From an optimization exercise on the open Yosys and OpenROAD flow, aimed at small area, a short achievable clock period and few clock cycles per item; shortcuts taken in it are not production practice. Function not checked in this run: the RTL went through the layout flow alone. Power figures rest on the tool's default switching activity, not on a simulated workload.

===== flow/run.sh =====
#!/bin/bash
# Standard layout, but with the port buffers made from sky130_fd_sc_hd__buf_1
# instead of the buffer buffer_ports picks on its own.
set -euo pipefail
export BUFFER_PORTS_ARGS="-buffer_cell sky130_fd_sc_hd__buf_1"
bash standard.sh > standard.log 2>&1

===== design.v =====
module dcs_tx_xor2 (input a, input b, output y);
  assign y = a ^ b;
endmodule
module dcs_tx_mux2 (input s, input a1, input a0, output y);
  assign y = s ? a1 : a0;
endmodule
module dcs_tx_xnor2 (input a, input b, output y);
  assign y = ~(a ^ b);
endmodule
module dcs_tx (
  input         clk,
  input         rst,
  input         start,
  input  [31:0] msg,
  output        ready,
  output        done,
  output [15:0] crc,
  output [95:0] frame
);
  reg [31:0] data;
  reg [15:0] crc_r;
  reg        done_r;
  wire [31:0] data_d;
  wire [15:0] crc_in;
  genvar i;
  generate
    for (i = 0; i < 32; i = i + 1) begin : hold
      dcs_tx_mux2 m (.s(start), .a1(msg[i]), .a0(data[i]), .y(data_d[i]));
    end
  endgenerate
  always @(posedge clk)
    begin
      data  <= data_d;
      crc_r <= crc_in;
      if (rst)
        done_r <= 1'b0;
      else if (start)
        done_r <= 1'b1;
    end
  wire [64:0] t;
  dcs_tx_xor2 ct0 (.a(data_d[3]), .b(data_d[31]), .y(t[0]));
  dcs_tx_xor2 ct1 (.a(data_d[16]), .b(data_d[30]), .y(t[1]));
  dcs_tx_xor2 ct2 (.a(data_d[4]), .b(data_d[17]), .y(t[2]));
  dcs_tx_xor2 ct3 (.a(data_d[8]), .b(data_d[24]), .y(t[3]));
  dcs_tx_xor2 ct4 (.a(data_d[10]), .b(data_d[23]), .y(t[4]));
  dcs_tx_xor2 ct5 (.a(data_d[19]), .b(data_d[21]), .y(t[5]));
  dcs_tx_xor2 ct6 (.a(data_d[20]), .b(data_d[22]), .y(t[6]));
  dcs_tx_xor2 ct7 (.a(data_d[5]), .b(data_d[18]), .y(t[7]));
  dcs_tx_xor2 ct8 (.a(data_d[6]), .b(data_d[7]), .y(t[8]));
  dcs_tx_xor2 ct9 (.a(data_d[1]), .b(data_d[2]), .y(t[9]));
  dcs_tx_xor2 ct10 (.a(data_d[11]), .b(data_d[12]), .y(t[10]));
  dcs_tx_xor2 ct11 (.a(data_d[9]), .b(data_d[25]), .y(t[11]));
  dcs_tx_xor2 ct12 (.a(t[4]), .b(t[11]), .y(t[12]));
  dcs_tx_xor2 ct13 (.a(t[0]), .b(t[2]), .y(t[13]));
  dcs_tx_xor2 ct14 (.a(t[6]), .b(t[8]), .y(t[14]));
  dcs_tx_xor2 ct15 (.a(data_d[13]), .b(data_d[26]), .y(t[15]));
  dcs_tx_xor2 ct16 (.a(t[5]), .b(t[7]), .y(t[16]));
  dcs_tx_xor2 ct17 (.a(data_d[27]), .b(t[10]), .y(t[17]));
  dcs_tx_xor2 ct18 (.a(data_d[15]), .b(t[9]), .y(t[18]));
  dcs_tx_xor2 ct19 (.a(data_d[0]), .b(t[1]), .y(t[19]));
  dcs_tx_xor2 ct20 (.a(t[12]), .b(t[13]), .y(t[20]));
  dcs_tx_xor2 ct21 (.a(t[14]), .b(t[16]), .y(t[21]));
  dcs_tx_xor2 ct22 (.a(t[20]), .b(t[21]), .y(t[22]));
  dcs_tx_xor2 ct23 (.a(data_d[14]), .b(data_d[28]), .y(t[23]));
  dcs_tx_xor2 ct24 (.a(data_d[29]), .b(data_d[31]), .y(t[24]));
  dcs_tx_xor2 ct25 (.a(t[3]), .b(t[15]), .y(t[25]));
  dcs_tx_xor2 ct26 (.a(t[18]), .b(t[19]), .y(t[26]));
  dcs_tx_xor2 ct27 (.a(t[17]), .b(t[25]), .y(t[27]));
  dcs_tx_xor2 ct28 (.a(data_d[5]), .b(data_d[6]), .y(t[28]));
  dcs_tx_xor2 ct29 (.a(data_d[8]), .b(data_d[21]), .y(t[29]));
  dcs_tx_xor2 ct30 (.a(data_d[26]), .b(data_d[29]), .y(t[30]));
  dcs_tx_xor2 ct31 (.a(data_d[24]), .b(data_d[26]), .y(t[31]));
  dcs_tx_xor2 ct32 (.a(data_d[9]), .b(data_d[22]), .y(t[32]));
  dcs_tx_xor2 ct33 (.a(data_d[4]), .b(data_d[20]), .y(t[33]));
  dcs_tx_xor2 ct34 (.a(data_d[12]), .b(data_d[28]), .y(t[34]));
  dcs_tx_xor2 ct35 (.a(data_d[2]), .b(data_d[18]), .y(t[35]));
  dcs_tx_xor2 ct36 (.a(data_d[7]), .b(data_d[23]), .y(t[36]));
  dcs_tx_xor2 ct37 (.a(data_d[17]), .b(data_d[30]), .y(t[37]));
  dcs_tx_xor2 ct38 (.a(data_d[10]), .b(data_d[11]), .y(t[38]));
  dcs_tx_xor2 ct39 (.a(data_d[1]), .b(t[23]), .y(t[39]));
  dcs_tx_xor2 ct40 (.a(t[10]), .b(t[30]), .y(t[40]));
  dcs_tx_xor2 ct41 (.a(t[5]), .b(t[28]), .y(t[41]));
  dcs_tx_xor2 ct42 (.a(t[0]), .b(t[1]), .y(t[42]));
  dcs_tx_xor2 ct43 (.a(data_d[14]), .b(t[3]), .y(t[43]));
  dcs_tx_xor2 ct44 (.a(t[24]), .b(t[37]), .y(t[44]));
  dcs_tx_xor2 ct45 (.a(t[15]), .b(t[34]), .y(t[45]));
  dcs_tx_xor2 ct46 (.a(t[9]), .b(t[23]), .y(t[46]));
  dcs_tx_xor2 ct47 (.a(t[29]), .b(t[36]), .y(t[47]));
  dcs_tx_xor2 ct48 (.a(t[3]), .b(t[32]), .y(t[48]));
  dcs_tx_xor2 ct49 (.a(t[31]), .b(t[38]), .y(t[49]));
  dcs_tx_xor2 ct50 (.a(t[7]), .b(t[33]), .y(t[50]));
  dcs_tx_xor2 ct51 (.a(t[24]), .b(t[39]), .y(t[51]));
  dcs_tx_xor2 ct52 (.a(t[18]), .b(t[44]), .y(t[52]));
  dcs_tx_xor2 ct53 (.a(t[35]), .b(t[42]), .y(t[53]));
  dcs_tx_xor2 ct54 (.a(t[40]), .b(t[43]), .y(t[54]));
  dcs_tx_xor2 ct55 (.a(data_d[19]), .b(t[13]), .y(t[55]));
  dcs_tx_xor2 ct56 (.a(data_d[16]), .b(t[46]), .y(t[56]));
  dcs_tx_xor2 ct57 (.a(data_d[25]), .b(t[17]), .y(t[57]));
  dcs_tx_xor2 ct58 (.a(t[26]), .b(t[27]), .y(t[58]));
  dcs_tx_xor2 ct59 (.a(t[19]), .b(t[51]), .y(t[59]));
  dcs_tx_xor2 ct60 (.a(t[26]), .b(t[54]), .y(t[60]));
  dcs_tx_xor2 ct61 (.a(t[27]), .b(t[56]), .y(t[61]));
  dcs_tx_xor2 ct62 (.a(t[22]), .b(t[58]), .y(t[62]));
  dcs_tx_xor2 ct63 (.a(t[22]), .b(t[61]), .y(t[63]));
  dcs_tx_xor2 ct64 (.a(t[22]), .b(t[60]), .y(t[64]));
  assign crc_in[0] = t[62];
  assign crc_in[1] = t[63];
  dcs_tx_xnor2 cn2 (.a(t[19]), .b(t[51]), .y(crc_in[2]));
  assign crc_in[3] = t[52];
  assign crc_in[4] = t[53];
  dcs_tx_xnor2 cn5 (.a(data_d[19]), .b(t[13]), .y(crc_in[5]));
  assign crc_in[6] = t[50];
  assign crc_in[7] = t[41];
  assign crc_in[8] = t[14];
  assign crc_in[9] = t[47];
  assign crc_in[10] = t[48];
  assign crc_in[11] = t[12];
  assign crc_in[12] = t[49];
  assign crc_in[13] = t[57];
  assign crc_in[14] = t[45];
  assign crc_in[15] = t[64];
  wire [47:0] s = {data, crc_r};
  wire [47:0] x, b, p0, p1;
  genvar n;
  generate
    for (n = 0; n < 48; n = n + 1) begin : stream
      assign x[n] = s[47-n];
    end
  endgenerate
  assign b[0]  = x[0];
  assign p0[0] = x[0];
  assign p1[0] = x[0];
  assign p0[1] = b[1];
  assign p1[1] = x[1];
  generate
    for (n = 1; n < 48; n = n + 1) begin : pair
      dcs_tx_xor2 gb (.a(x[n]), .b(x[n-1]), .y(b[n]));
    end
    for (n = 2; n < 48; n = n + 1) begin : enc
      dcs_tx_xor2 g1 (.a(x[n]), .b(b[n-2]), .y(p1[n]));
      dcs_tx_xor2 g0 (.a(b[n]), .b(b[n-2]), .y(p0[n]));
    end
  endgenerate
  wire [95:0] f;
  genvar g, j;
  generate
    for (n = 0; n < 48; n = n + 1) begin : place
      assign f[2*(47-n)+1] = p1[n];
      assign f[2*(47-n)]   = p0[n];
    end
    for (g = 0; g < 3; g = g + 1) begin : grp
      for (j = 0; j < 4; j = j + 1) begin : byt
        assign frame[32*g+8*j +: 8] = {f[32*g+24+2*j +: 2], f[32*g+16+2*j +: 2],
                                       f[32*g+8+2*j +: 2],  f[32*g+2*j +: 2]};
      end
    end
  endgenerate
  assign crc   = crc_r;
  assign ready = 1'b1;
  assign done  = done_r;
endmodule

===== standard.sh =====
#!/bin/bash
# synth_recipe.tcl (not shown) runs the flow's synth.tcl, then flattens the netlist and writes it again
# the make line also repeats each setting of config.mk as NAME=value (left out here)
make -C /OpenROAD-flow-scripts/flow DESIGN_CONFIG=/design/flow/config.mk WORK_HOME=/design/flow/orfs CLKGATE_MAP_FILE= SYNTH_SCRIPT=/design/flow/synth_recipe.tcl "${@:-finish}"

===== config.mk =====
export PLATFORM = sky130hd
export DESIGN_NAME = dcs_tx
export DESIGN_NICKNAME = dcs_tx
export VERILOG_FILES = /design/flow/design.v
export SDC_FILE = /design/flow/constraint.sdc
export NUM_CORES = 4
export LEC_CHECK = 0
export CAP_MARGIN = 20
export CORE_MARGIN = 2
export CORE_UTILIZATION = 40
export PLACE_DENSITY = 0.6
export SLEW_MARGIN = 20
export SYNTH_HIERARCHICAL = 1

===== constraint.sdc =====
create_clock -name core_clock -period 5.0 [get_ports {clk}]
set_input_delay 1.0000 -clock core_clock [delete_from_list [all_inputs] [get_ports {clk}]]
set_output_delay 1.0000 -clock core_clock [all_outputs]
set_load 0.01 [all_outputs]

==> notes.md <==
-- report_power, final --
| group | switching [mW] | internal, mW |
|---|---|---|
| Sequential | 0.142 | 0.487 |
| Combinational | 1.04 | 0.649 |
| Clock | 0.143 | 0.102 |
| Total | 1.32 | 1.24 |
-- worst max path at each step --
stage | from | end | slack, ns | cells after the start
after global placement | start | crc_r[0] | 1.41 | 8
after global routing | start | crc_r[1] | 1.46 | 8
after floorplan | start | crc_r[0] | 2.50 | 6
after detailed placement | start | crc_r[1] | 1.26 | 8
final | start | crc_r[1] | 1.59 | 8
after CTS | start | crc_r[1] | 1.59 | 8
-- stage by stage --
| stage | hold slack (ns) | std cells | instance area (sq um) | utilization [%] |
|---|---|---|---|---|
| after floorplan | 0.516 | 292 | 3300 | - |
| after global placement | 0.457 | 540 | 3950 | 48.9 |
| after detailed placement | 0.471 | 540 | 3950 | 48.9 |
| after CTS | 0.496 | 548 | 4050 | 50.0 |
| after global routing | 0.526 | 548 | 4050 | 50.0 |
| final | 0.492 | 548 | 4050 | 50.0 |
-- cell families (layout without fill, tap and decap cells) --
kind of cell	after synthesis	in the layout	synth area share [%]
buffers and inverters	5	156	1.14
AO/OA/AOI/OAI	1	1	0.303
XOR/XNOR	204	204	54.2
flip-flops	49	49	29.7
multiplexers	32	32	14.6
other	1	1	0.114
-- synthesized netlist by cell type, drive strengths merged --
master | instances | area (sq um)
buf | 5 | 37.5
conb | 1 | 3.75
dfxtp | 49 | 981
mux2 | 32 | 480
o21ba | 1 | 10.0
xnor2 | 2 | 17.5
xor2 | 202 | 1770
-- modules after synthesis, one instance, submodules excluded --
module	copies in the design	cell area, sq um
dcs_tx	1	1030
dcs_tx_mux2	32	15.0
dcs_tx_xnor2	2	8.76
dcs_tx_xor2	202	8.76
-- state kept, by name, indices dropped and copies added, names as in the netlist --
register	cells
data	32
crc_r	16
done_r	1
-- per-layer routing --
layer	up-vias	track usage (%)	wire (microns)	share of wire [%]
met2	116	28.4	3580	45
met1	1084	22.7	3700	47
met4	0	2.54	7	0.088
met3	2	4.31	642	8.1
met5	-	0	0	0
li1	1211	-	-	-
-- layout make-up --
cell class / count / area [sq um]
Fill cell: 790 / 4040
Tap cell: 105 / 131
Sequential cell: 49 / 981
Clock buffer: 5 / 68.8
Clock inverter: 3 / 26.3
Multi-Input combinational cell: 238 / 2280
Timing Repair Buffer: 148 / 561
==> metrics.md <==
| Metric | Value |
|---|---|
| Max Cap Viol | 0 |
| Post-synthesis net count | 327 |
| Crit path DAT | 3.64 ns |
| Hold Crit Class | reg2reg |
| ANT cells | 0 |
| Number of hold-repair buffers added at the cts stage | 0 |
| Syn avg cell area | around 11 sq um |
| Maximum fanout along the worst path | 20 |
| Minimum clock period | ~3.4 ns |
| Reg2reg setup slack | approximately 2.9 ns |
| Synthesis Warnings | 7 |
| Seq/Total Area, Yosys | 29.7% |
| P per Cell Area | 632 nW/um^2 |
| Fraction of layout cells with a size suffix above 1 | 9.48% |
| Gr usage total | 17.1% |
| Hold Path Depth | 1 |
| Endpoint class of the critical path | register |
| R2R cell count | 6 |
| Vias in the first global route | 2281 |
| CTS tree | built |
| CP Buf/Inv Count | 2 |
| Worst skew pair latency | 0.30 ns |
| Initial antenna violation count | 0 |
| Gate Count Post-Synth | around 290 |
| Distinct cells, synth | 7 |
| I/O pin count | ~150 |
| Leakage power | between 1.5 and 2 nW |
| R2r endpoint | crc_r[1] |
| CTS sink count | 49 |
| CP top delay family | XOR/XNOR gates |
| Synthesized cell area | 3300 sq um |
| Slew Limit Headroom | 51.0% |
| Gr ovfl total | 0 |
| Htree depth | 2 |
| Final nets | 477 |
| Post_cts resized | 0 |
| Clock skew | 0.00668 ns |
| Area of the die | 8990 sq um |
| Tot Pwr | around 2.6 mW |
| Status | no timing/DRC/antenna violations |
| Commonest non-fill, non-tap cells in the layout | xor2_1, buf_1, dfxtp_1 |
| Count of pins over their slew limit | 0 |
| #FFs+latches synth | 49 |
| Commonest non-fill, non-tap cell in the layout | xor2_1 |
| WS Path Type | in2reg |
| P&R area growth vs syn | 22.7% |
| DP HPWL | 6.60 mm |
| Maximum vdd drop | 0.202 mV |
| Die X | around 95 microns |
| CP max stage cell | clkbuf_2 |
| Port Buf Inserts | 147 |
| Final worst slack | ~1.6 ns |
| First-pass GRT wire length | 11.8 mm |
| Root buffer cell | clkbuf_8 |
| Initial Util | 40.8% |
| Hold EP | done_r |
| Via/cell ratio | around 4.4 |
| Final setup viols | 0 |
| Via count | 2413 |
| Post-DRT Antenna Nets | 0 |
| Slowest stage delay, CP | between 0.5 and 0.6 ns |
| Worst path cell trace | clkbuf_2 > buf_4 > mux2_4 > xor2_1 > xor2_1 > xor2_1 > xor2_1 > xor2_1 |
| Total negative setup slack | 0 ns |
| Post-CTS Setup Bufs | 0 |
| Deepest clock path buffer count | 2 |
| Core area | 8090 sq um |
| Clock slew at reported path FFs | approximately 0.1 ns |
| First-pass detailed-route iteration total | 4 |
| Measured slew at the worst slew-check pin | 0.736 ns |
| Dpl ws | 1.26 ns |
| Worst Path Required | 5.23 ns |
| Post-route DRC violation count | 0 |
| Fin. Hold Viols | 0 |
| Wire length per cell | 14.5 microns |
| Min-delay src | done_r |
| CTS buffer count | 5 |
| Worst reg2reg startpoint | data[31] |
| Critical Path Start Type | input pin |
| RSZ-0062 raised after global routing | no |
| Die Ht | around 95 microns |
| Placement row count | 33 |
| GPL Wtd Cong | about 0.74 |
| Routed WL | 7.92 mm |
| Largest net degree at the start of global routing | 21 |
| Most used cell along the critical path | xor2_1 |
| Fmax | slightly below 300 MHz |
| Period utilisation layout | 68.3% |
| Starting DRC count in detailed routing | 40 |

## what the ideal ports hide
The results above use ideal ports. As a check the final layout listed here was re-extracted and re-timed, cells and wires unchanged.
Step 1, drivers: a clkbuf_16 drives clk and a buf_2 each remaining input, both assumed.
Step 2 moves the port delays by t, midway between the first and last clock arrival at a register: inputs arrive t later, outputs are due t later. That takes back most of the time a late clock gives input paths.
Slacks: ideal / step 1 / step 2; pairs: ideal / step 1.
t (ns): 0.323
setup WS [ns]: 1.587 / 1.592 / 1.269
hold slack, ns: 0.492 / 0.492 / 0.492
worst data-port slew with drivers (ns): 0.05
After both steps this run still meets setup and hold. For this run, drivers alone change the setup slack by +0.005 ns; drivers and shift together by -0.318 ns.
